Source: an optimization exercise on an open RTL-to-GDS flow (aim: a short achievable clock period and few clock cycles). Production flows keep margins and buffers that such runs may drop. In this exercise RTL edits were held to simulation tests only and were not proved equivalent to the original. Power and IR drop assume default switching activity.

Design nr_mcu, start of the top module:
module nr_mcu(clk, enable, code_addr, code_din, emif_addr, emif_wr_n, emif_rd_n, emif_din, emif_dout);
==> flow/config.mk <==
export PLATFORM = sky130hd
export DESIGN_NAME = nr_mcu
export DESIGN_NICKNAME = nr_mcu
export VERILOG_FILES = /design/flow/design.v
export SDC_FILE = /design/flow/constraint.sdc
export NUM_CORES = 4
export LEC_CHECK = 0
export ABC_CLOCK_PERIOD_IN_PS = 1500
export CAP_MARGIN = 20
export CORE_MARGIN = 2
export CORE_UTILIZATION = 30
export SETUP_SLACK_MARGIN = 4.4
export SLEW_MARGIN = 20
==> flow/constraint.sdc <==
create_clock -name core_clock -period 7.0 [get_ports {clk}]
set_input_delay 1.4000 -clock core_clock [delete_from_list [all_inputs] [get_ports {clk}]]
set_output_delay 1.4000 -clock core_clock [all_outputs]
set_load 0.01 [all_outputs]
run.sh (not shown) runs the stock make flow with config.mk's settings and CLKGATE_MAP_FILE= SYNTH_SCRIPT=/design/flow/synth_recipe.tcl, a recipe that flattens the netlist after the stock synthesis.
Testbench counts at the start, summed over its fixed seeds: cycles 59,949.
Edit:
- ABC_CLOCK_PERIOD_IN_PS: 1500 -> 1200
- CORE_UTILIZATION: 30 -> 40
- SETUP_SLACK_MARGIN: 4.4 -> 4.6
After rerunning: The new run completed with no timing, DRC or antenna violations; critical path depth came out higher by 12; total power came out lower by about 1.1%; maximum frequency came out higher by about 1.5%; clock-buffer cell count came out lower by 6; setup slack is better by 0.046 ns; wire length came out lower by about 2%; die area came out lower by 25%; cell count came out lower by about 9%.
Edit:
- ABC_CLOCK_PERIOD_IN_PS: 1200 -> 1500
- CORE_UTILIZATION: 40 -> 35
- PLACE_DENSITY_LB_ADDON: not set -> 0.1
- SETUP_SLACK_MARGIN: 4.6 -> 4.2
Outcome: Synthesized area stays the same; combinational power stays flat; total power went up by 1.5%; hold slack barely changes; setup slack improved by 0.038 ns; clock power went up by 3.7%; clock-buffer cell count went up by 24; final area went down by 0.59%; routed wire length went up by 7.7%.
Edit:
- CORE_UTILIZATION: 35 -> 40
- CTS_CLUSTER_DIAMETER: not set -> 60
- CTS_CLUSTER_SIZE: not set -> 20
- PLACE_DENSITY_LB_ADDON: 0.1 -> not set
- SETUP_SLACK_MARGIN: 4.2 -> 4.4
Combinational power stays flat.
Sequential share of layout area increases by 1.7 points.
Total power falls by roughly a tenth.
Via count came out lower slightly.
Count of clock-buffer cells in the layout falls by 117.
Wire length shrinks by roughly a tenth.
Edit:
- ABC_CLOCK_PERIOD_IN_PS: 1500 -> 1200
- CTS_CLUSTER_DIAMETER: 60 -> not set
- CTS_CLUSTER_SIZE: 20 -> not set
Result: The changed run completed without violations. Cell area went up by 3.0%. Synthesized cell count stays the same. Total power went up by 10%. Sequential share of layout area falls by 1.8 points. Wire length went up by 2.0%. Combinational power rises by about 6%. Final cell count is higher by 2.1%.

* * *

nr_mcu, a different RTL version from the one above (not shown whole).
Size in the first run: roughly 4,000 cells after synthesis, roughly 160 I/O pins, ~60,000 µm² of cells after synthesis.
export LEC_CHECK = 0
export ABC_CLOCK_PERIOD_IN_PS = 1500
export CAP_MARGIN = 20
export CORE_MARGIN = 2
export CORE_UTILIZATION = 35
export PLACE_DENSITY = 0.75
export SETUP_SLACK_MARGIN = 4.4
export SLEW_MARGIN = 20
create_clock -name core_clock -period 7.0 [get_ports {clk}]
The baseline completed with no timing, DRC or antenna violations.
Testbench counts at the start, summed over its fixed seeds: cycles 59,949.
Rerun with:
Settings changed: PLACE_DENSITY 0.75 to not set.
Sequential power hardly moves.
Hold slack is worse by 0.010 ns.
Setup slack is worse by 0.032 ns.
Wire length climbs by 4.3%.
Design area climbs by 0.74%.
Area after synthesis stays the same.

* * *

nr_mcu with an RTL version that a note above also has.
For scale: about 1600 flip-flops.
make LEC_CHECK=0 ABC_CLOCK_PERIOD_IN_PS=1500 CAP_MARGIN=20 CORE_MARGIN=2 CORE_UTILIZATION=35 CTS_CLUSTER_DIAMETER=60 CTS_CLUSTER_SIZE=20 SETUP_SLACK_MARGIN=4.4 SLEW_MARGIN=20 finish   # period 7.0 ns
The baseline completed without violations.
Testbench counts at the start, summed over its fixed seeds: cycles 59,949.
Next try:
- CTS_CLUSTER_DIAMETER: 60 -> unset
- CTS_CLUSTER_SIZE: 20 -> unset
- TNS_END_PERCENT: unset -> 20
The new run completed without violations; cell area went up by 1.2%; clock skew falls by 0.0039 ns; clock-buffer cell count came out higher by 87; setup slack is worse by 0.017 ns.

* * *

Starting RTL as in the previous note.
Settings: LEC_CHECK=0, ABC_CLOCK_PERIOD_IN_PS=1000, CAP_MARGIN=20, CORE_MARGIN=2, CORE_UTILIZATION=35, SETUP_SLACK_MARGIN=4.5, SLEW_MARGIN=20; clock period 7.0 ns.
The starting point ran to the end with no violations.
Testbench counts at the start, summed over its fixed seeds: cycles 59,949.
Rerun with:
- ABC_CLOCK_PERIOD_IN_PS: 1000 -> 1500
- CTS_CLUSTER_DIAMETER: not set -> 60
- CTS_CLUSTER_SIZE: not set -> 20
- SETUP_SLACK_MARGIN: 4.5 -> 4.6
What happened: The changed run finished with timing, DRC and antenna clean; wire length is about the same; final area fell by 1.4%; worst setup slack is worse by 0.019 ns.
Rerun with:
- CTS_CLUSTER_DIAMETER: 60 -> not set
- CTS_CLUSTER_SIZE: 20 -> not set
- SETUP_SLACK_MARGIN: 4.6 -> 4.4
Outcome: The changed run finished clean; global-route usage stays flat; combinational power stays flat; design area goes up by about 1.3%; critical path depth is unchanged; area after synthesis stays the same; fmax went up by 1.8%; wire length stays flat; die area stays the same.
Rerun with:
- GPL_ROUTABILITY_DRIVEN: not set -> 0
The new run ran to the end with no violations.
Synthesized area does not change.
Routed wire length falls by 1.0%.
Sequential power stays flat.
Cell area stays flat.
Total power falls by about 2.1%.

re-timing with driven ports:
The flow's constraints put no driver on any port. The routed layouts listed below were extracted and timed again, unchanged, in two steps.
Step 1 sets driving cells, clkbuf_16 on the clock port and buf_2 on the other inputs (assumed; they add their load-dependent delay and slew).
Step 2 also shifts input and output timing later by t, the mid clock arrival at the registers, as if the neighbouring blocks saw the same clock.
a / b / c = ideal ports / drivers / drivers and shift; a / b = the first two.
| run | t, ns | setup slack, ns | pins driven straight from the clock port |
|---|---|---|---|
| the first run of note 1 | 0.859 | 3.970 / 3.891 / 3.338 | 1 |
| the second run of note 1 | 0.885 | 4.016 / 3.977 / 3.274 | 1 |
| the third run of note 1 | 0.889 | 4.055 / 3.975 / 3.232 | 1 |
| the fourth run of note 1 | 0.828 | 4.087 / 4.010 / 3.304 | 1 |
| the fifth run of note 1 | 0.875 | 4.024 / 3.946 / 3.283 | 1 |
| the first run of note 2 | 0.867 | 3.829 / 3.761 / 3.260 | 1 |
| the second run of note 2 | 0.866 | 3.797 / 3.797 / 3.156 | 1 |
| the first run of note 3 | 0.826 | 4.028 / 3.948 / 3.334 | 1 |
| the second run of note 3 | 0.859 | 4.011 / 3.931 / 3.351 | 1 |
| the first run of note 4 | 0.878 | 3.979 / 3.901 / 3.293 | 1 |
| the second run of note 4 | 0.832 | 3.961 / 3.880 / 3.214 | 1 |
| the third run of note 4 | 0.869 | 4.013 / 3.930 / 3.346 | 1 |
| the fourth run of note 4 | 0.873 | 4.002 / 3.918 / 3.275 | 1 |
After both steps every run listed still meets setup and hold. For the third run of note 1, which loses most, drivers alone change the setup slack by -0.080 ns; drivers and shift together by -0.823 ns.
